Source: an optimization exercise on an open RTL-to-GDS flow (aim: small area, a short achievable clock period and few clock cycles). Production flows keep margins and buffers that such runs may drop.
RTL that was checked went through simulation tests only; none was proved equivalent to the original.
The RTL of run 4 was laid out without a check of its function.

==> design.v <==
module maxfinder(clk, rst, start, x1, x2, x3, x4, eps, done, result);
input clk, start, rst;
input [4:0] x1, x2, x3, x4, eps;
output done;
output [4:0] result;
reg active;    
reg ph2;       
reg [3:0] v1, v2, v3, v4;
wire signed [4:0] a1, a2, a3, a4;
wire nactive = !active;
mf_sel sel1 (x1, {1'b0, v1}, nactive, active, a1);
mf_sel sel2 (x2, {1'b0, v2}, nactive, active, a2);
mf_sel sel3 (x3, {1'b0, v3}, nactive, active, a3);
mf_sel sel4 (x4, {1'b0, v4}, nactive, active, a4);
wire [3:0] n1, n2, n3, n4;
wire t1s1;
wire t1c2;
mf_fa t1f0 (a2[0], a3[0], a4[0], t1s1, t1c2);
wire t1s3;
wire t1c4;
mf_fa t1f1 (a2[1], a3[1], a4[1], t1s3, t1c4);
wire t1s5;
wire t1c6;
mf_fa t1f2 (a2[2], a3[2], a4[2], t1s5, t1c6);
wire t1s7;
wire t1c8;
mf_fa t1f3 (a2[3], a3[3], a4[3], t1s7, t1c8);
wire t1s9;
wire t1c10;
mf_fa t1f4 (a2[4], a3[4], a4[4], t1s9, t1c10);
wire [6:0] t1 = {t1s9, t1s9, t1s9, t1s7, t1s5, t1s3, t1s1} + {t1c10, t1c10, t1c8, t1c6, t1c4, t1c2, 1'b0};
wire p1_11;
assign p1_11 = eps[0] & t1[0];
wire p1_12;
assign p1_12 = eps[0] & t1[1];
wire p1_13;
assign p1_13 = eps[0] & t1[2];
wire p1_14;
assign p1_14 = eps[0] & t1[3];
wire p1_15;
assign p1_15 = eps[0] & t1[4];
wire p1_16;
assign p1_16 = eps[0] & t1[5];
wire p1_17;
assign p1_17 = ~(eps[0] & t1[6]);
wire p1_18;
assign p1_18 = eps[1] & t1[0];
wire p1_19;
assign p1_19 = eps[1] & t1[1];
wire p1_20;
assign p1_20 = eps[1] & t1[2];
wire p1_21;
assign p1_21 = eps[1] & t1[3];
wire p1_22;
assign p1_22 = eps[1] & t1[4];
wire p1_23;
assign p1_23 = eps[1] & t1[5];
wire p1_24;
assign p1_24 = ~(eps[1] & t1[6]);
wire p1_25;
assign p1_25 = eps[2] & t1[0];
wire p1_26;
assign p1_26 = eps[2] & t1[1];
wire p1_27;
assign p1_27 = eps[2] & t1[2];
wire p1_28;
assign p1_28 = eps[2] & t1[3];
wire p1_29;
assign p1_29 = eps[2] & t1[4];
wire p1_30;
assign p1_30 = eps[2] & t1[5];
wire p1_31;
assign p1_31 = ~(eps[2] & t1[6]);
wire p1_32;
assign p1_32 = eps[3] & t1[0];
wire p1_33;
assign p1_33 = eps[3] & t1[1];
wire p1_34;
assign p1_34 = eps[3] & t1[2];
wire p1_35;
assign p1_35 = eps[3] & t1[3];
wire p1_36;
assign p1_36 = eps[3] & t1[4];
wire p1_37;
assign p1_37 = eps[3] & t1[5];
wire p1_38;
assign p1_38 = ~(eps[3] & t1[6]);
wire [10:0] e1 = {{3{a1[4]}}, a1, 3'b000};
wire s1_s39;
wire s1_c40;
assign s1_s39 = ~e1[4];
assign s1_c40 = e1[4];
wire s1_s41;
wire s1_c42;
mf_ha s1_h42 (e1[5], ~t1[1], s1_s41, s1_c42);
wire s1_s43;
wire s1_c44;
assign s1_s43 = ~(e1[6] ^ ~t1[2]);
assign s1_c44 = e1[6] | ~t1[2];
wire s1_s45;
wire s1_c46;
mf_ha s1_h46 (e1[3], p1_32, s1_s45, s1_c46);
wire s1_s47;
wire s1_c48;
mf_fa s1_f48 (s1_s39, ~t1[0], p1_33, s1_s47, s1_c48);
wire s1_s49;
wire s1_c50;
mf_ha s1_h50 (p1_27, p1_21, s1_s49, s1_c50);
wire s1_s51;
wire s1_c52;
mf_fa s1_f52 (s1_c40, p1_34, p1_28, s1_s51, s1_c52);
wire s1_s53;
wire s1_c54;
mf_fa s1_f54 (s1_s41, p1_22, p1_16, s1_s53, s1_c54);
wire s1_s55;
wire s1_c56;
mf_fa s1_f56 (s1_c42, p1_35, p1_29, s1_s55, s1_c56);
wire s1_s57;
wire s1_c58;
mf_fa s1_f58 (p1_23, s1_s43, p1_17, s1_s57, s1_c58);
wire s1_s59;
wire s1_c60;
mf_fa s1_f60 (e1[7], ~t1[3], p1_36, s1_s59, s1_c60);
wire s1_s61;
wire s1_c62;
mf_fa s1_f62 (s1_c44, p1_30, p1_24, s1_s61, s1_c62);
wire s1_s63;
wire s1_c64;
mf_fa s1_f64 (e1[8], ~t1[4], p1_37, s1_s63, s1_c64);
wire s1_s65;
wire s1_c66;
mf_ha s1_h66 (p1_26, p1_20, s1_s65, s1_c66);
wire s1_s67;
wire s1_c68;
mf_fa s1_f68 (s1_c46, p1_15, s1_s47, s1_s67, s1_c68);
wire s1_s69;
wire s1_c70;
mf_fa s1_f70 (s1_c48, s1_c50, s1_s51, s1_s69, s1_c70);
wire s1_s71;
wire s1_c72;
mf_fa s1_f72 (s1_c52, s1_s55, s1_c54, s1_s71, s1_c72);
wire s1_s73;
wire s1_c74;
mf_fa s1_f74 (s1_c56, s1_s59, s1_c58, s1_s73, s1_c74);
wire s1_s75;
wire s1_c76;
mf_fa s1_f76 (s1_c60, p1_31, s1_s63, s1_s75, s1_c76);
wire s1_s77;
wire s1_c78;
mf_fa s1_f78 (e1[9], ~t1[5], s1_c64, s1_s77, s1_c78);
wire s1_s79;
wire s1_c80;
mf_ha s1_h80 (p1_25, p1_19, s1_s79, s1_c80);
wire s1_s81;
wire s1_c82;
mf_fa s1_f82 (s1_s45, p1_14, s1_s65, s1_s81, s1_c82);
wire s1_s83;
wire s1_c84;
mf_fa s1_f84 (s1_c66, s1_s49, s1_s67, s1_s83, s1_c84);
wire s1_s85;
wire s1_c86;
mf_fa s1_f86 (s1_c68, s1_s53, s1_s69, s1_s85, s1_c86);
wire s1_s87;
wire s1_c88;
mf_fa s1_f88 (s1_c70, s1_s71, s1_s57, s1_s87, s1_c88);
wire s1_s89;
wire s1_c90;
mf_fa s1_f90 (s1_c72, s1_s61, s1_s73, s1_s89, s1_c90);
wire s1_s91;
wire s1_c92;
mf_fa s1_f92 (s1_c62, s1_s75, s1_c74, s1_s91, s1_c92);
wire s1_s93;
wire s1_c94;
mf_fa s1_f94 (p1_38, s1_c76, s1_s77, s1_s93, s1_c94);
wire s1_s95;
wire s1_c96;
mf_fa s1_f96 (e1[10], t1[6], s1_c78, s1_s95, s1_c96);
wire [10:0] s1_ = {s1_c94, s1_c92, s1_c90, s1_c88, s1_c86, s1_c84, s1_c82, s1_c80, s1_s79, p1_18, p1_11} + {s1_s95, s1_s93, s1_s91, s1_s89, s1_s87, s1_s85, s1_s83, s1_s81, p1_13, p1_12, 1'b0};
assign n1 = s1_[10] ? 4'd0 : s1_[6:3];
wire t2s97;
wire t2c98;
mf_fa t2f0 (a1[0], a3[0], a4[0], t2s97, t2c98);
wire t2s99;
wire t2c100;
mf_fa t2f1 (a1[1], a3[1], a4[1], t2s99, t2c100);
wire t2s101;
wire t2c102;
mf_fa t2f2 (a1[2], a3[2], a4[2], t2s101, t2c102);
wire t2s103;
wire t2c104;
mf_fa t2f3 (a1[3], a3[3], a4[3], t2s103, t2c104);
wire t2s105;
wire t2c106;
mf_fa t2f4 (a1[4], a3[4], a4[4], t2s105, t2c106);
wire [6:0] t2 = {t2s105, t2s105, t2s105, t2s103, t2s101, t2s99, t2s97} + {t2c106, t2c106, t2c104, t2c102, t2c100, t2c98, 1'b0};
wire p2_107;
assign p2_107 = eps[0] & t2[0];
wire p2_108;
assign p2_108 = eps[0] & t2[1];
wire p2_109;
assign p2_109 = eps[0] & t2[2];
wire p2_110;
assign p2_110 = eps[0] & t2[3];
wire p2_111;
assign p2_111 = eps[0] & t2[4];
wire p2_112;
assign p2_112 = eps[0] & t2[5];
wire p2_113;
assign p2_113 = ~(eps[0] & t2[6]);
wire p2_114;
assign p2_114 = eps[1] & t2[0];
wire p2_115;
assign p2_115 = eps[1] & t2[1];
wire p2_116;
assign p2_116 = eps[1] & t2[2];
wire p2_117;
assign p2_117 = eps[1] & t2[3];
wire p2_118;
assign p2_118 = eps[1] & t2[4];
wire p2_119;
assign p2_119 = eps[1] & t2[5];
wire p2_120;
assign p2_120 = ~(eps[1] & t2[6]);
wire p2_121;
assign p2_121 = eps[2] & t2[0];
wire p2_122;
assign p2_122 = eps[2] & t2[1];
wire p2_123;
assign p2_123 = eps[2] & t2[2];
wire p2_124;
assign p2_124 = eps[2] & t2[3];
wire p2_125;
assign p2_125 = eps[2] & t2[4];
wire p2_126;
assign p2_126 = eps[2] & t2[5];
wire p2_127;
assign p2_127 = ~(eps[2] & t2[6]);
wire p2_128;
assign p2_128 = eps[3] & t2[0];
wire p2_129;
assign p2_129 = eps[3] & t2[1];
wire p2_130;
assign p2_130 = eps[3] & t2[2];
wire p2_131;
assign p2_131 = eps[3] & t2[3];
wire p2_132;
assign p2_132 = eps[3] & t2[4];
wire p2_133;
assign p2_133 = eps[3] & t2[5];
wire p2_134;
assign p2_134 = ~(eps[3] & t2[6]);
wire [10:0] e2 = {{3{a2[4]}}, a2, 3'b000};
wire s2_s135;
wire s2_c136;
assign s2_s135 = ~e2[4];
assign s2_c136 = e2[4];
wire s2_s137;
wire s2_c138;
mf_ha s2_h138 (e2[5], ~t2[1], s2_s137, s2_c138);
wire s2_s139;
wire s2_c140;
assign s2_s139 = ~(e2[6] ^ ~t2[2]);
assign s2_c140 = e2[6] | ~t2[2];
wire s2_s141;
wire s2_c142;
mf_ha s2_h142 (e2[3], p2_128, s2_s141, s2_c142);
wire s2_s143;
wire s2_c144;
mf_fa s2_f144 (s2_s135, ~t2[0], p2_129, s2_s143, s2_c144);
wire s2_s145;
wire s2_c146;
mf_ha s2_h146 (p2_123, p2_117, s2_s145, s2_c146);
wire s2_s147;
wire s2_c148;
mf_fa s2_f148 (s2_c136, p2_130, p2_124, s2_s147, s2_c148);
wire s2_s149;
wire s2_c150;
mf_fa s2_f150 (s2_s137, p2_118, p2_112, s2_s149, s2_c150);
wire s2_s151;
wire s2_c152;
mf_fa s2_f152 (s2_c138, p2_131, p2_125, s2_s151, s2_c152);
wire s2_s153;
wire s2_c154;
mf_fa s2_f154 (p2_119, s2_s139, p2_113, s2_s153, s2_c154);
wire s2_s155;
wire s2_c156;
mf_fa s2_f156 (e2[7], ~t2[3], p2_132, s2_s155, s2_c156);
wire s2_s157;
wire s2_c158;
mf_fa s2_f158 (s2_c140, p2_126, p2_120, s2_s157, s2_c158);
wire s2_s159;
wire s2_c160;
mf_fa s2_f160 (e2[8], ~t2[4], p2_133, s2_s159, s2_c160);
wire s2_s161;
wire s2_c162;
mf_ha s2_h162 (p2_122, p2_116, s2_s161, s2_c162);
wire s2_s163;
wire s2_c164;
mf_fa s2_f164 (s2_c142, p2_111, s2_s143, s2_s163, s2_c164);
wire s2_s165;
wire s2_c166;
mf_fa s2_f166 (s2_c144, s2_c146, s2_s147, s2_s165, s2_c166);
wire s2_s167;
wire s2_c168;
mf_fa s2_f168 (s2_c148, s2_s151, s2_c150, s2_s167, s2_c168);
wire s2_s169;
wire s2_c170;
mf_fa s2_f170 (s2_c152, s2_s155, s2_c154, s2_s169, s2_c170);
wire s2_s171;
wire s2_c172;
mf_fa s2_f172 (s2_c156, p2_127, s2_s159, s2_s171, s2_c172);
wire s2_s173;
wire s2_c174;
mf_fa s2_f174 (e2[9], ~t2[5], s2_c160, s2_s173, s2_c174);
wire s2_s175;
wire s2_c176;
mf_ha s2_h176 (p2_121, p2_115, s2_s175, s2_c176);
wire s2_s177;
wire s2_c178;
mf_fa s2_f178 (s2_s141, p2_110, s2_s161, s2_s177, s2_c178);
wire s2_s179;
wire s2_c180;
mf_fa s2_f180 (s2_c162, s2_s145, s2_s163, s2_s179, s2_c180);
wire s2_s181;
wire s2_c182;
mf_fa s2_f182 (s2_c164, s2_s149, s2_s165, s2_s181, s2_c182);
wire s2_s183;
wire s2_c184;
mf_fa s2_f184 (s2_c166, s2_s167, s2_s153, s2_s183, s2_c184);
wire s2_s185;
wire s2_c186;
mf_fa s2_f186 (s2_c168, s2_s157, s2_s169, s2_s185, s2_c186);
wire s2_s187;
wire s2_c188;
mf_fa s2_f188 (s2_c158, s2_s171, s2_c170, s2_s187, s2_c188);
wire s2_s189;
wire s2_c190;
mf_fa s2_f190 (p2_134, s2_c172, s2_s173, s2_s189, s2_c190);
wire s2_s191;
wire s2_c192;
mf_fa s2_f192 (e2[10], t2[6], s2_c174, s2_s191, s2_c192);
wire [10:0] s2_ = {s2_c190, s2_c188, s2_c186, s2_c184, s2_c182, s2_c180, s2_c178, s2_c176, s2_s175, p2_114, p2_107} + {s2_s191, s2_s189, s2_s187, s2_s185, s2_s183, s2_s181, s2_s179, s2_s177, p2_109, p2_108, 1'b0};
assign n2 = s2_[10] ? 4'd0 : s2_[6:3];
wire t3s193;
wire t3c194;
mf_fa t3f0 (a1[0], a2[0], a4[0], t3s193, t3c194);
wire t3s195;
wire t3c196;
mf_fa t3f1 (a1[1], a2[1], a4[1], t3s195, t3c196);
wire t3s197;
wire t3c198;
mf_fa t3f2 (a1[2], a2[2], a4[2], t3s197, t3c198);
wire t3s199;
wire t3c200;
mf_fa t3f3 (a1[3], a2[3], a4[3], t3s199, t3c200);
wire t3s201;
wire t3c202;
mf_fa t3f4 (a1[4], a2[4], a4[4], t3s201, t3c202);
wire [6:0] t3 = {t3s201, t3s201, t3s201, t3s199, t3s197, t3s195, t3s193} + {t3c202, t3c202, t3c200, t3c198, t3c196, t3c194, 1'b0};
wire p3_203;
assign p3_203 = eps[0] & t3[0];
wire p3_204;
assign p3_204 = eps[0] & t3[1];
wire p3_205;
assign p3_205 = eps[0] & t3[2];
wire p3_206;
assign p3_206 = eps[0] & t3[3];
wire p3_207;
assign p3_207 = eps[0] & t3[4];
wire p3_208;
assign p3_208 = eps[0] & t3[5];
wire p3_209;
assign p3_209 = ~(eps[0] & t3[6]);
wire p3_210;
assign p3_210 = eps[1] & t3[0];
wire p3_211;
assign p3_211 = eps[1] & t3[1];
wire p3_212;
assign p3_212 = eps[1] & t3[2];
wire p3_213;
assign p3_213 = eps[1] & t3[3];
wire p3_214;
assign p3_214 = eps[1] & t3[4];
wire p3_215;
assign p3_215 = eps[1] & t3[5];
wire p3_216;
assign p3_216 = ~(eps[1] & t3[6]);
wire p3_217;
assign p3_217 = eps[2] & t3[0];
wire p3_218;
assign p3_218 = eps[2] & t3[1];
wire p3_219;
assign p3_219 = eps[2] & t3[2];
wire p3_220;
assign p3_220 = eps[2] & t3[3];
wire p3_221;
assign p3_221 = eps[2] & t3[4];
wire p3_222;
assign p3_222 = eps[2] & t3[5];
wire p3_223;
assign p3_223 = ~(eps[2] & t3[6]);
wire p3_224;
assign p3_224 = eps[3] & t3[0];
wire p3_225;
assign p3_225 = eps[3] & t3[1];
wire p3_226;
assign p3_226 = eps[3] & t3[2];
wire p3_227;
assign p3_227 = eps[3] & t3[3];
wire p3_228;
assign p3_228 = eps[3] & t3[4];
wire p3_229;
assign p3_229 = eps[3] & t3[5];
wire p3_230;
assign p3_230 = ~(eps[3] & t3[6]);
wire [10:0] e3 = {{3{a3[4]}}, a3, 3'b000};
wire s3_s231;
wire s3_c232;
assign s3_s231 = ~e3[4];
assign s3_c232 = e3[4];
wire s3_s233;
wire s3_c234;
mf_ha s3_h234 (e3[5], ~t3[1], s3_s233, s3_c234);
wire s3_s235;
wire s3_c236;
assign s3_s235 = ~(e3[6] ^ ~t3[2]);
assign s3_c236 = e3[6] | ~t3[2];
wire s3_s237;
wire s3_c238;
mf_ha s3_h238 (e3[3], p3_224, s3_s237, s3_c238);
wire s3_s239;
wire s3_c240;
mf_fa s3_f240 (s3_s231, ~t3[0], p3_225, s3_s239, s3_c240);
wire s3_s241;
wire s3_c242;
mf_ha s3_h242 (p3_219, p3_213, s3_s241, s3_c242);
wire s3_s243;
wire s3_c244;
mf_fa s3_f244 (s3_c232, p3_226, p3_220, s3_s243, s3_c244);
wire s3_s245;
wire s3_c246;
mf_fa s3_f246 (s3_s233, p3_214, p3_208, s3_s245, s3_c246);
wire s3_s247;
wire s3_c248;
mf_fa s3_f248 (s3_c234, p3_227, p3_221, s3_s247, s3_c248);
wire s3_s249;
wire s3_c250;
mf_fa s3_f250 (p3_215, s3_s235, p3_209, s3_s249, s3_c250);
wire s3_s251;
wire s3_c252;
mf_fa s3_f252 (e3[7], ~t3[3], p3_228, s3_s251, s3_c252);
wire s3_s253;
wire s3_c254;
mf_fa s3_f254 (s3_c236, p3_222, p3_216, s3_s253, s3_c254);
wire s3_s255;
wire s3_c256;
mf_fa s3_f256 (e3[8], ~t3[4], p3_229, s3_s255, s3_c256);
wire s3_s257;
wire s3_c258;
mf_ha s3_h258 (p3_218, p3_212, s3_s257, s3_c258);
wire s3_s259;
wire s3_c260;
mf_fa s3_f260 (s3_c238, p3_207, s3_s239, s3_s259, s3_c260);
wire s3_s261;
wire s3_c262;
mf_fa s3_f262 (s3_c240, s3_c242, s3_s243, s3_s261, s3_c262);
wire s3_s263;
wire s3_c264;
mf_fa s3_f264 (s3_c244, s3_s247, s3_c246, s3_s263, s3_c264);
wire s3_s265;
wire s3_c266;
mf_fa s3_f266 (s3_c248, s3_s251, s3_c250, s3_s265, s3_c266);
wire s3_s267;
wire s3_c268;
mf_fa s3_f268 (s3_c252, p3_223, s3_s255, s3_s267, s3_c268);
wire s3_s269;
wire s3_c270;
mf_fa s3_f270 (e3[9], ~t3[5], s3_c256, s3_s269, s3_c270);
wire s3_s271;
wire s3_c272;
mf_ha s3_h272 (p3_217, p3_211, s3_s271, s3_c272);
wire s3_s273;
wire s3_c274;
mf_fa s3_f274 (s3_s237, p3_206, s3_s257, s3_s273, s3_c274);
wire s3_s275;
wire s3_c276;
mf_fa s3_f276 (s3_c258, s3_s241, s3_s259, s3_s275, s3_c276);
wire s3_s277;
wire s3_c278;
mf_fa s3_f278 (s3_c260, s3_s245, s3_s261, s3_s277, s3_c278);
wire s3_s279;
wire s3_c280;
mf_fa s3_f280 (s3_c262, s3_s263, s3_s249, s3_s279, s3_c280);
wire s3_s281;
wire s3_c282;
mf_fa s3_f282 (s3_c264, s3_s253, s3_s265, s3_s281, s3_c282);
wire s3_s283;
wire s3_c284;
mf_fa s3_f284 (s3_c254, s3_s267, s3_c266, s3_s283, s3_c284);
wire s3_s285;
wire s3_c286;
mf_fa s3_f286 (p3_230, s3_c268, s3_s269, s3_s285, s3_c286);
wire s3_s287;
wire s3_c288;
mf_fa s3_f288 (e3[10], t3[6], s3_c270, s3_s287, s3_c288);
wire [10:0] s3_ = {s3_c286, s3_c284, s3_c282, s3_c280, s3_c278, s3_c276, s3_c274, s3_c272, s3_s271, p3_210, p3_203} + {s3_s287, s3_s285, s3_s283, s3_s281, s3_s279, s3_s277, s3_s275, s3_s273, p3_205, p3_204, 1'b0};
assign n3 = s3_[10] ? 4'd0 : s3_[6:3];
wire t4s289;
wire t4c290;
mf_fa t4f0 (a1[0], a2[0], a3[0], t4s289, t4c290);
wire t4s291;
wire t4c292;
mf_fa t4f1 (a1[1], a2[1], a3[1], t4s291, t4c292);
wire t4s293;
wire t4c294;
mf_fa t4f2 (a1[2], a2[2], a3[2], t4s293, t4c294);
wire t4s295;
wire t4c296;
mf_fa t4f3 (a1[3], a2[3], a3[3], t4s295, t4c296);
wire t4s297;
wire t4c298;
mf_fa t4f4 (a1[4], a2[4], a3[4], t4s297, t4c298);
wire [6:0] t4 = {t4s297, t4s297, t4s297, t4s295, t4s293, t4s291, t4s289} + {t4c298, t4c298, t4c296, t4c294, t4c292, t4c290, 1'b0};
wire p4_299;
assign p4_299 = eps[0] & t4[0];
wire p4_300;
assign p4_300 = eps[0] & t4[1];
wire p4_301;
assign p4_301 = eps[0] & t4[2];
wire p4_302;
assign p4_302 = eps[0] & t4[3];
wire p4_303;
assign p4_303 = eps[0] & t4[4];
wire p4_304;
assign p4_304 = eps[0] & t4[5];
wire p4_305;
assign p4_305 = ~(eps[0] & t4[6]);
wire p4_306;
assign p4_306 = eps[1] & t4[0];
wire p4_307;
assign p4_307 = eps[1] & t4[1];
wire p4_308;
assign p4_308 = eps[1] & t4[2];
wire p4_309;
assign p4_309 = eps[1] & t4[3];
wire p4_310;
assign p4_310 = eps[1] & t4[4];
wire p4_311;
assign p4_311 = eps[1] & t4[5];
wire p4_312;
assign p4_312 = ~(eps[1] & t4[6]);
wire p4_313;
assign p4_313 = eps[2] & t4[0];
wire p4_314;
assign p4_314 = eps[2] & t4[1];
wire p4_315;
assign p4_315 = eps[2] & t4[2];
wire p4_316;
assign p4_316 = eps[2] & t4[3];
wire p4_317;
assign p4_317 = eps[2] & t4[4];
wire p4_318;
assign p4_318 = eps[2] & t4[5];
wire p4_319;
assign p4_319 = ~(eps[2] & t4[6]);
wire p4_320;
assign p4_320 = eps[3] & t4[0];
wire p4_321;
assign p4_321 = eps[3] & t4[1];
wire p4_322;
assign p4_322 = eps[3] & t4[2];
wire p4_323;
assign p4_323 = eps[3] & t4[3];
wire p4_324;
assign p4_324 = eps[3] & t4[4];
wire p4_325;
assign p4_325 = eps[3] & t4[5];
wire p4_326;
assign p4_326 = ~(eps[3] & t4[6]);
wire [10:0] e4 = {{3{a4[4]}}, a4, 3'b000};
wire s4_s327;
wire s4_c328;
assign s4_s327 = ~e4[4];
assign s4_c328 = e4[4];
wire s4_s329;
wire s4_c330;
mf_ha s4_h330 (e4[5], ~t4[1], s4_s329, s4_c330);
wire s4_s331;
wire s4_c332;
assign s4_s331 = ~(e4[6] ^ ~t4[2]);
assign s4_c332 = e4[6] | ~t4[2];
wire s4_s333;
wire s4_c334;
mf_ha s4_h334 (e4[3], p4_320, s4_s333, s4_c334);
wire s4_s335;
wire s4_c336;
mf_fa s4_f336 (s4_s327, ~t4[0], p4_321, s4_s335, s4_c336);
wire s4_s337;
wire s4_c338;
mf_ha s4_h338 (p4_315, p4_309, s4_s337, s4_c338);
wire s4_s339;
wire s4_c340;
mf_fa s4_f340 (s4_c328, p4_322, p4_316, s4_s339, s4_c340);
wire s4_s341;
wire s4_c342;
mf_fa s4_f342 (s4_s329, p4_310, p4_304, s4_s341, s4_c342);
wire s4_s343;
wire s4_c344;
mf_fa s4_f344 (s4_c330, p4_323, p4_317, s4_s343, s4_c344);
wire s4_s345;
wire s4_c346;
mf_fa s4_f346 (p4_311, s4_s331, p4_305, s4_s345, s4_c346);
wire s4_s347;
wire s4_c348;
mf_fa s4_f348 (e4[7], ~t4[3], p4_324, s4_s347, s4_c348);
wire s4_s349;
wire s4_c350;
mf_fa s4_f350 (s4_c332, p4_318, p4_312, s4_s349, s4_c350);
wire s4_s351;
wire s4_c352;
mf_fa s4_f352 (e4[8], ~t4[4], p4_325, s4_s351, s4_c352);
wire s4_s353;
wire s4_c354;
mf_ha s4_h354 (p4_314, p4_308, s4_s353, s4_c354);
wire s4_s355;
wire s4_c356;
mf_fa s4_f356 (s4_c334, p4_303, s4_s335, s4_s355, s4_c356);
wire s4_s357;
wire s4_c358;
mf_fa s4_f358 (s4_c336, s4_c338, s4_s339, s4_s357, s4_c358);
wire s4_s359;
wire s4_c360;
mf_fa s4_f360 (s4_c340, s4_s343, s4_c342, s4_s359, s4_c360);
wire s4_s361;
wire s4_c362;
mf_fa s4_f362 (s4_c344, s4_s347, s4_c346, s4_s361, s4_c362);
wire s4_s363;
wire s4_c364;
mf_fa s4_f364 (s4_c348, p4_319, s4_s351, s4_s363, s4_c364);
wire s4_s365;
wire s4_c366;
mf_fa s4_f366 (e4[9], ~t4[5], s4_c352, s4_s365, s4_c366);
wire s4_s367;
wire s4_c368;
mf_ha s4_h368 (p4_313, p4_307, s4_s367, s4_c368);
wire s4_s369;
wire s4_c370;
mf_fa s4_f370 (s4_s333, p4_302, s4_s353, s4_s369, s4_c370);
wire s4_s371;
wire s4_c372;
mf_fa s4_f372 (s4_c354, s4_s337, s4_s355, s4_s371, s4_c372);
wire s4_s373;
wire s4_c374;
mf_fa s4_f374 (s4_c356, s4_s341, s4_s357, s4_s373, s4_c374);
wire s4_s375;
wire s4_c376;
mf_fa s4_f376 (s4_c358, s4_s359, s4_s345, s4_s375, s4_c376);
wire s4_s377;
wire s4_c378;
mf_fa s4_f378 (s4_c360, s4_s349, s4_s361, s4_s377, s4_c378);
wire s4_s379;
wire s4_c380;
mf_fa s4_f380 (s4_c350, s4_s363, s4_c362, s4_s379, s4_c380);
wire s4_s381;
wire s4_c382;
mf_fa s4_f382 (p4_326, s4_c364, s4_s365, s4_s381, s4_c382);
wire s4_s383;
wire s4_c384;
mf_fa s4_f384 (e4[10], t4[6], s4_c366, s4_s383, s4_c384);
wire [10:0] s4_ = {s4_c382, s4_c380, s4_c378, s4_c376, s4_c374, s4_c372, s4_c370, s4_c368, s4_s367, p4_306, p4_299} + {s4_s383, s4_s381, s4_s379, s4_s377, s4_s375, s4_s373, s4_s371, s4_s369, p4_301, p4_300, 1'b0};
assign n4 = s4_[10] ? 4'd0 : s4_[6:3];
function lt2(input f1, f2, f3, f4);
    lt2 = !((f1 & (f2 | f3 | f4)) | (f2 & (f3 | f4)) | (f3 & f4));
endfunction
wire z1 = |v1, z2 = |v2, z3 = |v3, z4 = |v4;
wire g12 = v1 > v2, e12 = v1 == v2;
wire g34 = v3 > v4, e34 = v3 == v4;
wire [3:0] w12 = g12 ? v1 : v2;
wire [3:0] w34 = g34 ? v3 : v4;
wire gf = w12 > w34, ef = w12 == w34;
wire u1 = gf & g12;
wire u2 = gf & !g12 & !e12;
wire u3 = !gf & !ef & g34;
wire u4 = !gf & !ef & !g34 & !e34;
function eq2(input f1, f2, f3, f4);
    eq2 = (f1 + f2 + f3 + f4) == 3'd2;
endfunction
wire known = (eps[3] & eps[2] & eps[1]) | (eps[3] & eq2(z1, z2, z3, z4));
wire k1 = u1, k2 = u2, k3 = u3, k4 = u4;
wire lx = lt2(|x1, |x2, |x3, |x4);
assign done = active & (ph2 | lx | known | lt2(z1, z2, z3, z4));
assign result = ({5{k1}} & x1) | ({5{k2}} & x2) | ({5{k3}} & x3) | ({5{k4}} & x4);
always @(posedge clk) begin
    v1 <= n1; v2 <= n2; v3 <= n3; v4 <= n4;
    if (rst) begin
        active <= 1'b0;
        ph2 <= 1'b0;
    end else begin
        active <= active ? !done : start;
        ph2 <= active & !done;
    end
end
endmodule
module mf_fa(input a, b, c, output s, co);
assign s = a ^ b ^ c;
assign co = (a & b) | (a & c) | (b & c);
endmodule
module mf_sel(input [4:0] x, y, input nsx, sy, output [4:0] a);
assign a = (x & {5{nsx}}) | (y & {5{sy}});
endmodule
module mf_fa1(input a, b, output s, co);
assign s = ~(a ^ b);
assign co = a | b;
endmodule
module mf_ha(input a, b, output s, co);
assign s = a ^ b;
assign co = a & b;
endmodule
==> flow/run.sh <==
#!/bin/bash
export BUFFER_PORTS_ARGS="-buffer_cell sky130_fd_sc_hd__buf_1"
bash standard.sh > standard.log 2>&1
==> standard.sh <==
#!/bin/bash
# synth_recipe.tcl (not shown) runs the flow's synth.tcl, then flattens the netlist and writes it again
# the make line also repeats each setting of config.mk as NAME=value (left out here)
make -C /OpenROAD-flow-scripts/flow DESIGN_CONFIG=/design/flow/config.mk WORK_HOME=/design/flow/orfs CLKGATE_MAP_FILE= SYNTH_SCRIPT=/design/flow/synth_recipe.tcl "${@:-finish}"
==> config.mk <==
export PLATFORM = sky130hd
export DESIGN_NAME = maxfinder
export DESIGN_NICKNAME = maxfinder
export VERILOG_FILES = /design/flow/design.v
export SDC_FILE = /design/flow/constraint.sdc
export NUM_CORES = 4
export LEC_CHECK = 0
export CAP_MARGIN = 20
export CORE_MARGIN = 2
export CORE_UTILIZATION = 40
export PLACE_DENSITY = 0.9
export SETUP_SLACK_MARGIN = 2.2
export SLEW_MARGIN = 20
export SYNTH_HIERARCHICAL = 1
export SYNTH_MINIMUM_KEEP_SIZE = 0
==> constraint.sdc <==
create_clock -name core_clock -period 9.0 [get_ports {clk}]
set_input_delay 1.8000 -clock core_clock [delete_from_list [all_inputs] [get_ports {clk}]]
set_output_delay 1.8000 -clock core_clock [all_outputs]
set_load 0.01 [all_outputs]
==> key figures, run 1 <==
Placed design
  – Final HPWL from detailed placement: 12100 um
  – Routability congestion estimate from global placement: 0.937
  – # port buffers: 32

GRT
  – Wire length of the first global-routing pass: 25100 um
  – Overall overflow remaining after global route: 0
  – Overall global routing resource usage: 18.4%
  – Initial antenna violation count: 0
  – Number of global-route vias before repair: 5360
  – Maximum number of pins on one net before global-route repair: 31

Routing
  – Remaining design rule violation count: 0
  – Top layer used by detailed routing: met4
  – WL met1: 6000 um
  – Number of detailed-route iterations in the first pass: 5
  – Initial drt markers: 443
  – Met2 wire len: 7390 um
  – Met3 layer wire length in the routed design: 813 um
  – Routed wire length per instance: 16.2 um
  – Vias per cell: 5.59
  – Antenna Violating Nets Remaining: 0
  – Vias: 5077
  – Post-Route WL: 14700 um

Timing
  – Final period utilization: 73.0%
  – Maximum clock frequency: 0.152 GHz
  – Number of pins with negative max-slew slack in the final report: 0
  – RSZ-0062 raised after global routing: false
  – Final TNS setup: 0 ns
  – Post-Route Skew: 0.00153 ns
  – Slew Limit Headroom: 57.7%
  – Final Hold Viols: 0
  – Tightest hold margin: 0.601 ns
  – Slew at the pin with the worst max-slew slack: 0.634 ns
  – Minimum clock period: 6.57 ns
  – Number of endpoints failing setup at the final stage: 0

Clocking
  – H-tree depth reported by CTS: 1
  – Number of clock sinks seen by CTS: 18
  – Cell at the root of the clock tree: sky130_fd_sc_hd__clkbuf_16
  – Clock tree from TritonCTS: done
  – Clock Path Buffers: 2
  – Clock network latency to the later pin of the worst-skew pair: 0.25 ns
  – Post CTS Setup Buffer Count: 0
  – CTS Buf Count: 3
  – Clock slew at the register clock pins of the worst setup and hold paths: 0.06 ns

Setup path
  – Worst-path maximum fanout: 5
  – Arrival time at the worst endpoint: 6.74 ns
  – Master of the slowest instance on the critical path: sky130_fd_sc_hd__fa_1
  – Endpoint required time on the critical path: 9.17 ns
  – Crit end category: flip-flop
  – Critical path class: in -> reg
  – Largest stage delay on the critical path: 0.47 ns
  – Category of the worst setup path launch point: primary input
  – Cells along the critical path: buf_1, a22o_1, fa_1, ha_1, fa_1, a21o_1, a21oi_2, xnor2_2, and2_1, fa_1, fa_1, fa_1, ha_1, a21oi_1, o21ai_0, a21oi_1, xnor2_2, nor4b_4
  – Dominant cell type by count on the critical path: sky130_fd_sc_hd__fa_1

Synth
  – Leading register cell type out of synthesis: sky130_fd_sc_hd__dfxtp_1
  – Synth warn: 7
  – Number of enable-type register cells in the synthesized netlist: 0
  – Sequential-to-total area share from yosys stat: 5.67%
  – Synthesized instance count: 661
  – Number of register bits inferred by synthesis: 18
  – Mapped cell area: 6360 um2
  – Post-synthesis xor/xnor area fraction: 4.13%
  – Simple logic cell fraction of the synthesized area: 19.8%
  – Post-synthesis async set-or-reset flop share: 0%
  – Post-synthesis share of cell area spent on full adders, half adders and majority gates: 53.5%
  – Mux share of post-synthesis cell area: 0.335%
  – Area fraction in compound gates after synthesis: 11.9%
  – Distinct cell type count of the synthesized netlist: 49
  – Dominant combinational cell family by area after synthesis: adder cells
  – Mean area per synthesized cell: 9.62 um2

Die
  – Effective utilization at floorplan: 40.5%
  – Vertical die dimension: 130 um
  – Standard-cell rows: 46
  – Die Footprint: 16900 um2
  – Horiz. Die Dim: 130 um
  – I/O pin count: 34
  – Core Box Area: 15700 um2

Status
  – Run status: complete, no violations

Final layout
  – Most used cells in the layout excluding fill and tap cells: sky130_fd_sc_hd__fa_1, sky130_fd_sc_hd__and2_1, sky130_fd_sc_hd__ha_1
  – Nets: 924
  – Layout Area Growth over Synthesis: 8.92%
  – Most common cell after layout, fill and taps aside: sky130_fd_sc_hd__fa_1
  – Ant diodes: 0
  – Share of cells above drive strength 1: 6.21%

Worst hold path
  – Type of the tightest min-delay check: reg -> reg

Job
  – Maximum capacitance violations: 0
[logic make-up after synthesis]
kind of cell,count (synthesis)
AND/OR/NAND/NOR,218
XOR/XNOR,30
buffers and inverters,78
AO/OA/AOI/OAI,110
flip-flops,18
adder cells (fa/ha/maj),204
multiplexers,2
other,1
[timing repair]
item | in CTS | in global routing
endpoints found under the setup margin | 0 | 16
resized for setup | 0 | 18
hold buffers | 0 | 0
[Yosys cell counts (11+ instances only)]
cell,instances,area [um2]
sky130_fd_sc_hd__a22o_1,21,184
sky130_fd_sc_hd__nand2_1,37,139
sky130_fd_sc_hd__ha_1,90,1130
sky130_fd_sc_hd__inv_1,65,244
sky130_fd_sc_hd__o2111ai_1,12,105
sky130_fd_sc_hd__dfxtp_1,18,360
sky130_fd_sc_hd__and2_1,97,607
sky130_fd_sc_hd__clkbuf_1,11,41.3
sky130_fd_sc_hd__a21oi_1,35,175
sky130_fd_sc_hd__xnor2_1,21,184
sky130_fd_sc_hd__nand3_1,28,140
sky130_fd_sc_hd__nor2_1,18,67.6
sky130_fd_sc_hd__fa_1,113,2260
[Yosys stat by module (local to each module, per instance)]
module / cell area (um2) / cells / copies in the design / flops+latches
maxfinder: 3770 / 513 / 1 / 18
mf_fa: 20.0 / 1 / 108 / 0
mf_ha: 12.5 / 1 / 20 / 0
mf_sel: 43.8 / 5 / 4 / 0
[path summary, 6_finish.rpt]
kind	startpoint	to	slack (ns)	cells past startpoint
setup / recovery	x1[0]	v3[1]$_SDFF_PP0_	2.43	18
setup reg to reg	active$_SDFF_PP0_	v3[1]$_SDFF_PP0_	3.10	19
hold reg to reg	ph2$_SDFF_PP0_	ph2$_SDFF_PP0_	0.60	3
hold / removal	ph2$_SDFF_PP0_	ph2$_SDFF_PP0_	0.60	3
[cell type report]
cell class / instances / area [um2]
Multi-Input combinational cell: 568 / 5800
Sequential cell: 18 / 360
Timing Repair Buffer: 37 / 158
Inverter: 65 / 244
Tap cell: 216 / 270
Clock buffer: 4 / 88.8
Fill cell: 1434 / 8790
[state kept, by name, summed over array words and instances, names as in the netlist]
signal / cells
v3: 4
ph2: 1
v4: 4
v2: 4
v1: 4
active: 1
[worst max-delay path, delay by kind of cell]
family / cells / cell delay [ns]
buffers and inverters: 1 / 0.10
and+or+nand+nor: 2 / 0.43
xor gates and xnor gates: 2 / 0.37
AOI/OAI and AO/OA: 6 / 1.26
adders and majority gates: 7 / 2.78
[per-stage QoR]
stage	util (%)	cells	worst slack (ns)	area (um2)
3_3_place_gp	42.9	904	2.13	6740
3_5_place_dp	42.9	904	1.97	6740
4_1_cts	43.5	908	2.21	6830
5_1_grt	44.1	908	2.19	6920
6_report	44.1	908	2.43	6920
2_1_floorplan	-	664	2.72	6370
[per-layer routing]
metal	GRT usage (%)	up-vias
met5	0	-
met2	31.5	216
met4	7.84	0
met3	2.79	46
met1	23.4	2502
li1	-	2313
Testbench counts, summed over its fixed seeds: cycles 3,201.
==> run 2, diff against run 1 <==
--- a/config.mk
+++ b/config.mk
@@ -8,7 +8,6 @@
 export CAP_MARGIN = 20
 export CORE_MARGIN = 2
 export CORE_UTILIZATION = 40
-export PLACE_DENSITY = 0.9
 export SETUP_SLACK_MARGIN = 2.2
 export SLEW_MARGIN = 20
 export SYNTH_HIERARCHICAL = 1
==> key figures, run 2 <==
Status
  – Run status: complete, no violations

Clocking
  – Clock tree from TritonCTS: done
  – Clock Path Buffers: 2 (unchanged)
  – CTS Buf Count: 3 (unchanged)
  – Clock slew at the register clock pins of the worst setup and hold paths: 0.06 ns (about the same)
  – H-tree depth reported by CTS: 1 (unchanged)
  – Cell at the root of the clock tree: sky130_fd_sc_hd__clkbuf_16
  – Number of clock sinks seen by CTS: 18 (unchanged)
  – Post CTS Setup Buffer Count: 0 (unchanged)
  – Clock network latency to the later pin of the worst-skew pair: 0.25 ns (about the same)

Timing
  – Post-Route Skew: 0.00133 ns (-0.000199 ns)
  – Final TNS setup: 0 ns (unchanged)
  – Maximum clock frequency: 0.152 GHz (about the same)
  – RSZ-0062 raised after global routing: false
  – Minimum clock period: 6.57 ns (+0.00463 ns)
  – Final period utilization: 73.1% (about the same)
  – Number of pins with negative max-slew slack in the final report: 0 (unchanged)
  – Slew at the pin with the worst max-slew slack: 0.647 ns (+0.0132 ns)
  – Number of endpoints failing setup at the final stage: 0 (unchanged)
  – Final Hold Viols: 0 (unchanged)
  – Slew Limit Headroom: 56.8% (-0.88 points)

Die
  – Effective utilization at floorplan: 40.5% (unchanged)
  – Standard-cell rows: 46 (unchanged)
  – Core Box Area: 15700 um2 (unchanged)
  – Die Footprint: 16900 um2 (unchanged)
  – I/O pin count: 34 (unchanged)
  – Horiz. Die Dim: 130 um (unchanged)
  – Vertical die dimension: 130 um (unchanged)

Placed design
  – Placed insts: 904 (unchanged)
  – Routability congestion estimate from global placement: 0.930 (-0.74%)
  – Final HPWL from detailed placement: 13000 um (+7.9%)
  – # port buffers: 32 (unchanged)

Setup path
  – Arrival time at the worst endpoint: 6.75 ns (about the same)
  – Category of the worst setup path launch point: primary input
  – Crit end category: flip-flop
  – Worst-path maximum fanout: 5 (unchanged)
  – Endpoint required time on the critical path: 9.17 ns (about the same)
  – Critical path class: in -> reg

Routing
  – Vias per cell: 5.46 (-2.3%)
  – Number of detailed-route iterations in the first pass: 5 (unchanged)
  – Antenna Violating Nets Remaining: 0 (unchanged)
  – Routed wire length per instance: 17.3 um (+6.8%)
  – Vias: 4961 (-2.3%)
  – Post-Route WL: 15700 um (+6.8%)
  – Initial drt markers: 184 (-58%)
  – Remaining design rule violation count: 0 (unchanged)

Final layout
  – Ant diodes: 0 (unchanged)
  – Share of cells above drive strength 1: 5.20% (-1.0 points)
  – Final cell count without fillers: 908 (unchanged)
  – Most used cells in the layout excluding fill and tap cells: sky130_fd_sc_hd__fa_1, sky130_fd_sc_hd__and2_1, sky130_fd_sc_hd__ha_1
  – Most common cell after layout, fill and taps aside: sky130_fd_sc_hd__fa_1
  – Layout Area Growth over Synthesis: 8.11%
  – Nets: 924 (unchanged)

Synth
  – Number of register bits inferred by synthesis: 18 (unchanged)
  – Cell taking the most area after synthesis: sky130_fd_sc_hd__fa_1
  – Post-synthesis async set-or-reset flop share: 0% (unchanged)
  – Area share of the largest cell type after synthesis: 35.6% (unchanged)
  – Synthesized instance count: 661 (unchanged)
  – Mapped cell area: 6360 um2 (unchanged)
  – Distinct cell type count of the synthesized netlist: 49 (unchanged)
  – Synth warn: 7 (unchanged)
  – Leading register cell type out of synthesis: sky130_fd_sc_hd__dfxtp_1
  – Post-synth top cells: sky130_fd_sc_hd__fa_1, sky130_fd_sc_hd__and2_1, sky130_fd_sc_hd__ha_1
  – Mean area per synthesized cell: 9.62 um2 (unchanged)
  – Number of enable-type register cells in the synthesized netlist: 0 (unchanged)
  – Ranking of synthesized cells by area: sky130_fd_sc_hd__fa_1, sky130_fd_sc_hd__ha_1, sky130_fd_sc_hd__and2_1
  – Sequential-to-total area share from yosys stat: 5.67% (unchanged)
  – Most repeated cell in the gate-level netlist after synthesis: sky130_fd_sc_hd__fa_1

Job
  – Maximum capacitance violations: 0 (unchanged)

GRT
  – Maximum number of pins on one net before global-route repair: 31 (unchanged)
  – Wire length of the first global-routing pass: 26100 um (+3.9%)
  – Overall overflow remaining after global route: 0 (unchanged)
  – Overall global routing resource usage: 19.5% (+1.1 points)
  – Number of global-route vias before repair: 5308 (-0.97%)
  – Initial antenna violation count: 0 (unchanged)

Worst hold path
  – Type of the tightest min-delay check: reg -> reg
[run 2: cell counts after synthesis]
No cell type changed its count.
[run 2: final cells by class]
type / count / area [um2]
Sequential cell: 18 / 360
Tap cell: 216 / 270
Multi-Input combinational cell: 568 / 5750
Fill cell: 1517 / 8840
Inverter: 65 / 244
Timing Repair Buffer: 37 / 158
Clock buffer: 4 / 88.8
[run 2: worst max-delay path, cell delays in order]
cell and delay, ns:
sky130_fd_sc_hd__buf_1 0.11, sky130_fd_sc_hd__a22o_2 0.38, sky130_fd_sc_hd__fa_1 0.50, sky130_fd_sc_hd__ha_1 0.22, sky130_fd_sc_hd__fa_1 0.40, sky130_fd_sc_hd__a21o_1 0.18, sky130_fd_sc_hd__a21oi_1 0.23, sky130_fd_sc_hd__xnor2_2 0.21
sky130_fd_sc_hd__and2_1 0.19, sky130_fd_sc_hd__fa_1 0.42, sky130_fd_sc_hd__fa_1 0.48, sky130_fd_sc_hd__fa_1 0.43, sky130_fd_sc_hd__ha_1 0.35, sky130_fd_sc_hd__a21oi_1 0.15, sky130_fd_sc_hd__o21ai_0 0.11, sky130_fd_sc_hd__a21oi_1 0.21
sky130_fd_sc_hd__xnor2_2 0.16, sky130_fd_sc_hd__nor4b_2 0.21
[run 2: metrics by stage]
| step | hold slack (ns) | cell area (um2) | utilization (%) | worst slack [ns] |
|---|---|---|---|---|
| 2_1_floorplan | 0.524 | 6370 | - | 2.72 |
| 3_3_place_gp | 0.588 | 6740 | 42.9 | 2.07 |
| 3_5_place_dp | 0.597 | 6740 | 42.9 | 1.99 |
| 4_1_cts | 0.608 | 6830 | 43.5 | 2.25 |
| 5_1_grt | 0.650 | 6870 | 43.7 | 2.18 |
| 6_report | 0.613 | 6870 | 43.7 | 2.43 |
[run 2: per-layer routing]
metal	global-route usage (%)	part of all wire, %	vias up
met4	5.95	3.3	0
met2	35.0	50	137
met1	25.6	44	2488
met3	1.03	3.5	32
met5	0	0	-
li1	-	-	2304
[run 2: modules after synthesis, one instance, submodules excluded]
module | flops+latches | area, um2 | times used
mf_sel | 0 | 43.8 | 4
mf_fa | 0 | 20.0 | 108
mf_ha | 0 | 12.5 | 20
maxfinder | 18 | 3770 | 1
[run 2: logic make-up (layout without fill, tap and decap cells)]
| logic type | after synthesis | in the layout | share of synthesized area, % |
|---|---|---|---|
| and+or+nand+nor | 218 | 218 | 19.8 |
| adders and majority gates | 204 | 204 | 53.5 |
| AOI/OAI and AO/OA | 110 | 110 | 11.9 |
| buffers and inverters | 78 | 106 | 4.68 |
| xor gates and xnor gates | 30 | 30 | 4.13 |
| DFF | 18 | 18 | 5.67 |
| muxes | 2 | 2 | 0.335 |
| other | 1 | 4 | 0.0590 |
[run 2: path summary, 6_finish.rpt]
check	startpoint	to	slack, ns	cells after the start
worst max-delay path	x1[1]	v3[1]$_SDFF_PP0_	2.43	18
worst min-delay path	ph2$_SDFF_PP0_	ph2$_SDFF_PP0_	0.61	3
worst max register to register	active$_SDFF_PP0_	v4[0]$_SDFF_PP0_	3.07	19
worst min register to register	ph2$_SDFF_PP0_	ph2$_SDFF_PP0_	0.61	3
[run 2: timing repair]
| item | CTS | global route |
|---|---|---|
| setup endpoints to repair | 0 | 16 |
| resized for setup | 0 | 9 |
| hold buffers | 0 | 0 |
| endpoints found under the hold margin | 0 | 0 |
==> run 3, diff against run 2 <==
--- a/config.mk
+++ b/config.mk
@@ -8,6 +8,7 @@
 export CAP_MARGIN = 20
 export CORE_MARGIN = 2
 export CORE_UTILIZATION = 40
+export GPL_ROUTABILITY_DRIVEN = 0
 export SETUP_SLACK_MARGIN = 2.2
 export SLEW_MARGIN = 20
 export SYNTH_HIERARCHICAL = 1
==> key figures, run 3 <==
Routing
  – Remaining design rule violation count: 0 (unchanged)
  – Vias per cell: 5.46 (unchanged)
  – Number of detailed-route iterations in the first pass: 5 (unchanged)
  – Initial drt markers: 184 (unchanged)
  – Post-Route WL: 15700 um (unchanged)
  – Routed wire length per instance: 17.3 um (unchanged)
  – Antenna Violating Nets Remaining: 0 (unchanged)
  – Vias: 4961 (unchanged)

Timing
  – Slew at the pin with the worst max-slew slack: 0.647 ns (unchanged)
  – Worst Setup Slack, final: 2.43 ns (unchanged)
  – Tightest hold margin: 0.613 ns (unchanged)
  – Number of endpoints failing setup at the final stage: 0 (unchanged)
  – Post-Route Skew: 0.00133 ns (unchanged)
  – Final Hold Viols: 0 (unchanged)
  – Maximum clock frequency: 0.152 GHz (unchanged)
  – Slew Limit Headroom: 56.8% (unchanged)
  – Final TNS setup: 0 ns (unchanged)
  – Number of pins with negative max-slew slack in the final report: 0 (unchanged)
  – Final period utilization: 73.1% (unchanged)
  – Minimum clock period: 6.57 ns (unchanged)
  – RSZ-0062 raised after global routing: false

Setup path
  – Cells along the critical path: buf_1, a22o_2, fa_1, ha_1, fa_1, a21o_1, a21oi_1, xnor2_2, and2_1, fa_1, fa_1, fa_1, ha_1, a21oi_1, o21ai_0, a21oi_1, xnor2_2, nor4b_2
  – Category of the worst setup path launch point: primary input
  – Endpoint required time on the critical path: 9.17 ns (about the same)
  – Reg2Reg Setup Slack: 3.07 ns (about the same)
  – Largest stage delay on the critical path: 0.50 ns (about the same)
  – Critical path class: in -> reg
  – Arrival time at the worst endpoint: 6.75 ns (about the same)
  – Master of the slowest instance on the critical path: sky130_fd_sc_hd__fa_1
  – Crit end category: flip-flop
  – Dominant cell type by count on the critical path: sky130_fd_sc_hd__fa_1
  – Worst-path maximum fanout: 5 (unchanged)
  – Start point of the critical path: x1[1]
  – Reg2reg start: active$_SDFF_PP0_

Clocking
  – Post CTS Setup Buffer Count: 0 (unchanged)
  – Clock slew at the register clock pins of the worst setup and hold paths: 0.06 ns (about the same)
  – Number of resized instances in the post-cts repair step: 0 (unchanged)
  – Number of clock sinks seen by CTS: 18 (unchanged)
  – H-tree depth reported by CTS: 1 (unchanged)
  – Clock Path Buffers: 2 (unchanged)
  – Clock network latency to the later pin of the worst-skew pair: 0.25 ns (about the same)
  – Clock tree from TritonCTS: done
  – Cell at the root of the clock tree: sky130_fd_sc_hd__clkbuf_16
  – Post-CTS Hold Fix Bufs: 0 (unchanged)
  – CTS Buf Count: 3 (unchanged)

Die
  – Vertical die dimension: 130 um (unchanged)
  – Effective utilization at floorplan: 40.5% (unchanged)
  – Core Box Area: 15700 um2 (unchanged)
  – Standard-cell rows: 46 (unchanged)
  – Horiz. Die Dim: 130 um (unchanged)
  – Die Footprint: 16900 um2 (unchanged)
  – I/O pin count: 34 (unchanged)

GRT
  – Maximum number of pins on one net before global-route repair: 31 (unchanged)
  – Overall overflow remaining after global route: 0 (unchanged)
  – Met3 Use GR: 1.03% (unchanged)
  – Met2 layer usage reported by global route: 35.0% (unchanged)
  – Overall global routing resource usage: 19.5% (unchanged)
  – Number of global-route vias before repair: 5308 (unchanged)
  – Grt met1 use: 25.6% (unchanged)
  – GRT busiest layer: met2
  – Wire length of the first global-routing pass: 26100 um (unchanged)
  – Initial antenna violation count: 0 (unchanged)

Worst hold path
  – Type of the tightest min-delay check: reg -> reg
  – Worst min-delay path startpoint: ph2$_SDFF_PP0_

Synth
  – Post-synth top cells: sky130_fd_sc_hd__fa_1, sky130_fd_sc_hd__and2_1, sky130_fd_sc_hd__ha_1
  – Sequential-to-total area share from yosys stat: 5.67% (unchanged)
  – Distinct cell type count of the synthesized netlist: 49 (unchanged)
  – Synthesized instance count: 661 (unchanged)
  – Area share of the largest cell type after synthesis: 35.6% (unchanged)
  – Mapped cell area: 6360 um2 (unchanged)
  – Number of register bits inferred by synthesis: 18 (unchanged)
  – Mean area per synthesized cell: 9.62 um2 (unchanged)
  – Post-synthesis async set-or-reset flop share: 0% (unchanged)
  – Leading register cell type out of synthesis: sky130_fd_sc_hd__dfxtp_1
  – Cell taking the most area after synthesis: sky130_fd_sc_hd__fa_1
  – Synth warn: 7 (unchanged)
  – Most repeated cell in the gate-level netlist after synthesis: sky130_fd_sc_hd__fa_1
  – Ranking of synthesized cells by area: sky130_fd_sc_hd__fa_1, sky130_fd_sc_hd__ha_1, sky130_fd_sc_hd__and2_1
  – Number of enable-type register cells in the synthesized netlist: 0 (unchanged)

Placed design
  – Setup slack after placement: 1.99 ns (unchanged)
  – # port buffers: 32 (unchanged)
  – Final HPWL from detailed placement: 13000 um (unchanged)
  – Post-Place Cell Area: 6740 um2 (unchanged)

Final layout
  – Ant diodes: 0 (unchanged)
  – Total non-filler cell area in the finished layout: 6870 um2 (unchanged)
  – Most used cells in the layout excluding fill and tap cells: sky130_fd_sc_hd__fa_1, sky130_fd_sc_hd__and2_1, sky130_fd_sc_hd__ha_1
  – Share of cells above drive strength 1: 5.20% (unchanged)
  – Layout Area Growth over Synthesis: 8.11% (unchanged)
  – Nets: 924 (unchanged)
  – Most common cell after layout, fill and taps aside: sky130_fd_sc_hd__fa_1

Status
  – Run status: complete, no violations

Job
  – Maximum capacitance violations: 0 (unchanged)
==> run 3: layout make-up <==
type	instances	area (um2)
Multi-Input combinational cell	568	5750
Timing Repair Buffer	37	158
Fill cell	1517	8840
Inverter	65	244
Clock buffer	4	88.8
Sequential cell	18	360
Tap cell	216	270
==> run 3: worst max-delay path, delay by kind of cell <==
kind / cells / cell delay (ns)
buffers and inverters: 1 / 0.11
AO/OA/AOI/OAI: 6 / 1.26
AND/OR/NAND/NOR: 2 / 0.40
adder cells (fa/ha/maj): 7 / 2.80
XOR/XNOR: 2 / 0.37
==> run 3: through the flow <==
| step | cells | utilization [%] |
|---|---|---|
| floorplan | 664 | - |
| global placement | 904 | 42.9 |
| detailed placement | 904 | 42.9 |
| CTS | 908 | 43.5 |
| global route | 908 | 43.7 |
| finish | 908 | 43.7 |
==> run 3: logic make-up after synthesis <==
kind of cell             after synthesis  share of synthesized area [%]
AO/OA/AOI/OAI                        110                           11.9
buffers and inverters                 78                           4.68
AND/OR/NAND/NOR                      218                           19.8
other                                  1                         0.0590
adder cells (fa/ha/maj)              204                           53.5
multiplexers                           2                          0.335
XOR/XNOR                              30                           4.13
flip-flops                            18                           5.67
==> run 3: layer usage <==
layer / share of wire [%] / wire length, um
met1: 44 / 6850
met2: 50 / 7810
met3: 3.5 / 549
met4: 3.3 / 525
met5: 0 / 0
==> run 3: modules after synthesis, one instance, submodules excluded <==
module / area [um2] / flip-flops and latches
maxfinder: 3770 / 18
mf_fa: 20.0 / 0
mf_ha: 12.5 / 0
mf_sel: 43.8 / 0
==> run 3: path summary, 6_finish.rpt <==
| kind | cells after the start | end |
|---|---|---|
| worst max-delay path | 18 | v3[1]$_SDFF_PP0_ |
| worst min-delay path | 3 | ph2$_SDFF_PP0_ |
| worst max register to register | 19 | v4[0]$_SDFF_PP0_ |
| worst min register to register | 3 | ph2$_SDFF_PP0_ |
==> run 4, diff against run 3 <==
--- a/design.v
+++ b/design.v
@@ -5,7 +5,12 @@
 output [4:0] result;
 reg active;    
 reg ph2;       
-reg [3:0] v1, v2, v3, v4;
+reg [3:0] r1, r2, r3, r4;    
+reg q1, q2, q3, q4;          
+wire [3:0] v1 = q1 ? 4'd0 : r1;
+wire [3:0] v2 = q2 ? 4'd0 : r2;
+wire [3:0] v3 = q3 ? 4'd0 : r3;
+wire [3:0] v4 = q4 ? 4'd0 : r4;
 wire signed [4:0] a1, a2, a3, a4;
 wire nactive = !active;
 mf_sel sel1 (x1, {1'b0, v1}, nactive, active, a1);
@@ -13,6 +18,7 @@
 mf_sel sel3 (x3, {1'b0, v3}, nactive, active, a3);
 mf_sel sel4 (x4, {1'b0, v4}, nactive, active, a4);
 wire [3:0] n1, n2, n3, n4;
+wire m1, m2, m3, m4;
 wire t1s1;
 wire t1c2;
 mf_fa t1f0 (a2[0], a3[0], a4[0], t1s1, t1c2);
@@ -176,7 +182,8 @@
 wire s1_c96;
 mf_fa s1_f96 (e1[10], t1[6], s1_c78, s1_s95, s1_c96);
 wire [10:0] s1_ = {s1_c94, s1_c92, s1_c90, s1_c88, s1_c86, s1_c84, s1_c82, s1_c80, s1_s79, p1_18, p1_11} + {s1_s95, s1_s93, s1_s91, s1_s89, s1_s87, s1_s85, s1_s83, s1_s81, p1_13, p1_12, 1'b0};
-assign n1 = s1_[10] ? 4'd0 : s1_[6:3];
+assign n1 = s1_[6:3];
+assign m1 = s1_[10];
 wire t2s97;
 wire t2c98;
 mf_fa t2f0 (a1[0], a3[0], a4[0], t2s97, t2c98);
@@ -340,7 +347,8 @@
 wire s2_c192;
 mf_fa s2_f192 (e2[10], t2[6], s2_c174, s2_s191, s2_c192);
 wire [10:0] s2_ = {s2_c190, s2_c188, s2_c186, s2_c184, s2_c182, s2_c180, s2_c178, s2_c176, s2_s175, p2_114, p2_107} + {s2_s191, s2_s189, s2_s187, s2_s185, s2_s183, s2_s181, s2_s179, s2_s177, p2_109, p2_108, 1'b0};
-assign n2 = s2_[10] ? 4'd0 : s2_[6:3];
+assign n2 = s2_[6:3];
+assign m2 = s2_[10];
 wire t3s193;
 wire t3c194;
 mf_fa t3f0 (a1[0], a2[0], a4[0], t3s193, t3c194);
@@ -504,7 +512,8 @@
 wire s3_c288;
 mf_fa s3_f288 (e3[10], t3[6], s3_c270, s3_s287, s3_c288);
 wire [10:0] s3_ = {s3_c286, s3_c284, s3_c282, s3_c280, s3_c278, s3_c276, s3_c274, s3_c272, s3_s271, p3_210, p3_203} + {s3_s287, s3_s285, s3_s283, s3_s281, s3_s279, s3_s277, s3_s275, s3_s273, p3_205, p3_204, 1'b0};
-assign n3 = s3_[10] ? 4'd0 : s3_[6:3];
+assign n3 = s3_[6:3];
+assign m3 = s3_[10];
 wire t4s289;
 wire t4c290;
 mf_fa t4f0 (a1[0], a2[0], a3[0], t4s289, t4c290);
@@ -668,7 +677,8 @@
 wire s4_c384;
 mf_fa s4_f384 (e4[10], t4[6], s4_c366, s4_s383, s4_c384);
 wire [10:0] s4_ = {s4_c382, s4_c380, s4_c378, s4_c376, s4_c374, s4_c372, s4_c370, s4_c368, s4_s367, p4_306, p4_299} + {s4_s383, s4_s381, s4_s379, s4_s377, s4_s375, s4_s373, s4_s371, s4_s369, p4_301, p4_300, 1'b0};
-assign n4 = s4_[10] ? 4'd0 : s4_[6:3];
+assign n4 = s4_[6:3];
+assign m4 = s4_[10];
 function lt2(input f1, f2, f3, f4);
     lt2 = !((f1 & (f2 | f3 | f4)) | (f2 & (f3 | f4)) | (f3 & f4));
 endfunction
@@ -691,7 +701,8 @@
 assign done = active & (ph2 | lx | known | lt2(z1, z2, z3, z4));
 assign result = ({5{k1}} & x1) | ({5{k2}} & x2) | ({5{k3}} & x3) | ({5{k4}} & x4);
 always @(posedge clk) begin
-    v1 <= n1; v2 <= n2; v3 <= n3; v4 <= n4;
+    r1 <= n1; r2 <= n2; r3 <= n3; r4 <= n4;
+    q1 <= m1; q2 <= m2; q3 <= m3; q4 <= m4;
     if (rst) begin
         active <= 1'b0;
         ph2 <= 1'b0;
--- a/config.mk
+++ b/config.mk
@@ -8,7 +8,6 @@
 export CAP_MARGIN = 20
 export CORE_MARGIN = 2
 export CORE_UTILIZATION = 40
-export GPL_ROUTABILITY_DRIVEN = 0
 export SETUP_SLACK_MARGIN = 2.2
 export SLEW_MARGIN = 20
 export SYNTH_HIERARCHICAL = 1
==> key figures, run 4 <==
Clocking
  – H-tree depth reported by CTS: 1 (unchanged)
  – Clock slew at the register clock pins of the worst setup and hold paths: 0.06 ns (about the same)
  – Clock tree from TritonCTS: done
  – Clock Path Buffers: 2 (unchanged)

Synth
  – Area share of the largest cell type after synthesis: 34.7% (-0.87 points)
  – Synthesized instance count: 674 (+2.0%)
  – Cell taking the most area after synthesis: sky130_fd_sc_hd__fa_1
  – Leading register cell type out of synthesis: sky130_fd_sc_hd__dfxtp_1
  – Post-synth top cells: sky130_fd_sc_hd__fa_1, sky130_fd_sc_hd__ha_1, sky130_fd_sc_hd__and2_1
  – Distinct cell type count of the synthesized netlist: 45 (-8.2%)
  – Number of enable-type register cells in the synthesized netlist: 0 (unchanged)
  – Post-synthesis async set-or-reset flop share: 0% (unchanged)

Timing
  – Final TNS setup: 0 ns (unchanged)
  – Final Hold Viols: 0 (unchanged)
  – Post-Route Skew: 0.00258 ns (+0.00125 ns)
  – Maximum clock frequency: 0.153 GHz (+0.74%)
  – Final period utilization: 72.5% (-0.54 points)
  – Slew at the pin with the worst max-slew slack: 0.736 ns (+0.0883 ns)

Setup path
  – End point of the critical path: q2$_DFF_P_
  – Kind of cell adding the most delay to the critical path: adder cells
  – Dominant cell type by count on the critical path: sky130_fd_sc_hd__fa_1
  – Arrival time at the worst endpoint: 6.69 ns (-0.06 ns)
  – Endpoint required time on the critical path: 9.17 ns (about the same)
  – Category of the worst setup path launch point: primary input
  – Critical path class: in -> reg
  – Master of the slowest instance on the critical path: sky130_fd_sc_hd__fa_1
  – Cell depth of the worst setup path: 18 (unchanged)
  – Reg2Reg Setup Slack: 2.80 ns (-0.27 ns)

Routing
  – Initial drt markers: 267 (+45%)
  – Vias: 4954 (-0.14%)
  – Remaining design rule violation count: 0 (unchanged)
  – Post-Route WL: 15900 um (+1.1%)

GRT
  – Initial antenna violation count: 0 (unchanged)
  – Overall global routing resource usage: 19.6% (+0.081 points)
  – Maximum number of pins on one net before global-route repair: 31 (unchanged)

Status
  – Run status: complete, no violations

Placed design
  – Final HPWL from detailed placement: 13000 um (-0.51%)

Final layout
  – Final cell utilization of the core: 43.9% (+0.13 points)
  – Layout Area Growth over Synthesis: 6.95%
  – Most used cells in the layout excluding fill and tap cells: sky130_fd_sc_hd__fa_1, sky130_fd_sc_hd__ha_1, sky130_fd_sc_hd__and2_1
  – Final cell count without fillers: 915 (+0.77%)
  – Count of fill cells added during filler insertion: 1573 (+3.7%)

Worst hold path
  – Type of the tightest min-delay check: reg -> reg

Die
  – I/O pin count: 34 (unchanged)
==> run 4: cell types whose count changed after synthesis, moves of 7 or more <==
cell,before,now
sky130_fd_sc_hd__o211ai_1,4,15
sky130_fd_sc_hd__nor3_1,3,10
sky130_fd_sc_hd__a21o_1,10,17
sky130_fd_sc_hd__and2_1,97,84
sky130_fd_sc_hd__nand3_1,28,8
sky130_fd_sc_hd__a21oi_1,35,21
sky130_fd_sc_hd__o21ai_0,9,0
sky130_fd_sc_hd__nor2b_1,2,9
sky130_fd_sc_hd__mux2i_1,1,9
sky130_fd_sc_hd__nor2_1,18,25
==> run 4: area by class of cell <==
cell class | count | area, um2 | area share [%]
clock buffer | 4 | 88.8 | 1.27
inverter | 65 | 244 | 3.50
multi-input combinational | 572 | 5780 | 82.9
sequential | 22 | 440 | 6.32
tap | 216 | 270 | 3.88
timing repair buffer | 36 | 150 | 2.15
==> run 4: repair_timing <==
item                                   CTS  global route
resized for setup                        0             4
setup buffers                            0             0
endpoints found under the hold margin    0             0
setup endpoints to repair                0             4
==> run 4: how the worst min path moves through the flow <==
stage,start,endpoint,slack [ns],cells after the start
final,ph2$_SDFF_PP0_,ph2$_SDFF_PP0_,0.55,3
after CTS,ph2$_SDFF_PP0_,ph2$_SDFF_PP0_,0.56,3
after global placement,ph2$_SDFF_PP0_,ph2$_SDFF_PP0_,0.53,3
after global routing,ph2$_SDFF_PP0_,ph2$_SDFF_PP0_,0.62,3
after floorplan,ph2$_SDFF_PP0_,ph2$_SDFF_PP0_,0.51,3
after detailed placement,ph2$_SDFF_PP0_,ph2$_SDFF_PP0_,0.54,3
==> run 4: per-stage QoR <==
step	hold WS, ns	cell area, um2
final	0.552	6970
after global routing	0.619	6970
after CTS	0.556	6960
after detailed placement	0.537	6870
after global placement	0.530	6870
after floorplan	0.507	6530
==> run 4: metal layers <==
layer	track usage [%]	routed length (um)	share of wire [%]
met4	7.55	630	4.0
met5	0	0	0
met1	23.7	6460	41
met3	2.85	838	5.3
met2	35.3	7970	50
==> run 4: worst min-delay path, stage by stage, from the launching register on <==
cell                      delay, ns
sky130_fd_sc_hd__dfxtp_1       0.32
sky130_fd_sc_hd__a21oi_1       0.04
sky130_fd_sc_hd__nand4_1       0.10
sky130_fd_sc_hd__nor2_1        0.05
==> run 4: Yosys stat by module, one instance, submodules excluded <==
module / cells / flops+latches / times used
maxfinder: 526 / 22 / 1
mf_sel: 5 / 0 / 4
mf_fa: 1 / 0 / 108
mf_ha: 1 / 0 / 20
==> run 4: cells by family (layout without fill, tap and decap cells) <==
family / Yosys count / in the layout / share of synthesized area, %
other cells: 1 / 4 / 0.0575
xor+xnor: 39 / 39 / 5.24
simple gates: 207 / 207 / 17.2
buf+inv: 83 / 105 / 4.93
mux: 13 / 13 / 2.07
flops: 22 / 22 / 6.76
fa+ha+maj: 203 / 203 / 51.9
compound gates: 106 / 106 / 11.8

-- what the ideal ports hide --
Ports are ideal in the flow. The routed layouts listed here were re-timed in OpenROAD. Step 1 (the two cells are an assumption about what drives the block):
set clk [get_ports {clk}]
set_driving_cell -lib_cell sky130_fd_sc_hd__clkbuf_16 $clk
set_driving_cell -lib_cell sky130_fd_sc_hd__buf_2 [delete_from_list [all_inputs] $clk]
Step 2 adds t to the input delays and takes it off the output delays; t is the mean of the earliest and latest rising clock arrival at the registers after step 1. Input paths then give back, and output paths get back, about the clock's delay inside the block. Three values: ideal ports, drivers, drivers and shift; two values: the first two.
run | t (ns) | setup WS [ns] | worst hold slack (ns) | worst setup path at the end | latest minus earliest clock arrival (ns)
run 1 | 0.286 | 2.430 / 2.440 / 2.154 | 0.601 / 0.601 / 0.601 | input to register | 0.001 / 0.002
run 2 | 0.284 | 2.425 / 2.431 / 2.146 | 0.613 / 0.613 / 0.613 | input to register | 0.002 / 0.001
run 3 | 0.284 | 2.425 / 2.431 / 2.146 | 0.613 / 0.613 / 0.613 | input to register | 0.002 / 0.001
run 4 | 0.290 | 2.474 / 2.478 / 2.188 | 0.552 / 0.552 / 0.552 | input to register | 0.003 / 0.003
After both steps every run listed still meets setup and hold. For run 4, which loses most, drivers alone change the setup slack by +0.004 ns; drivers and shift together by -0.286 ns.
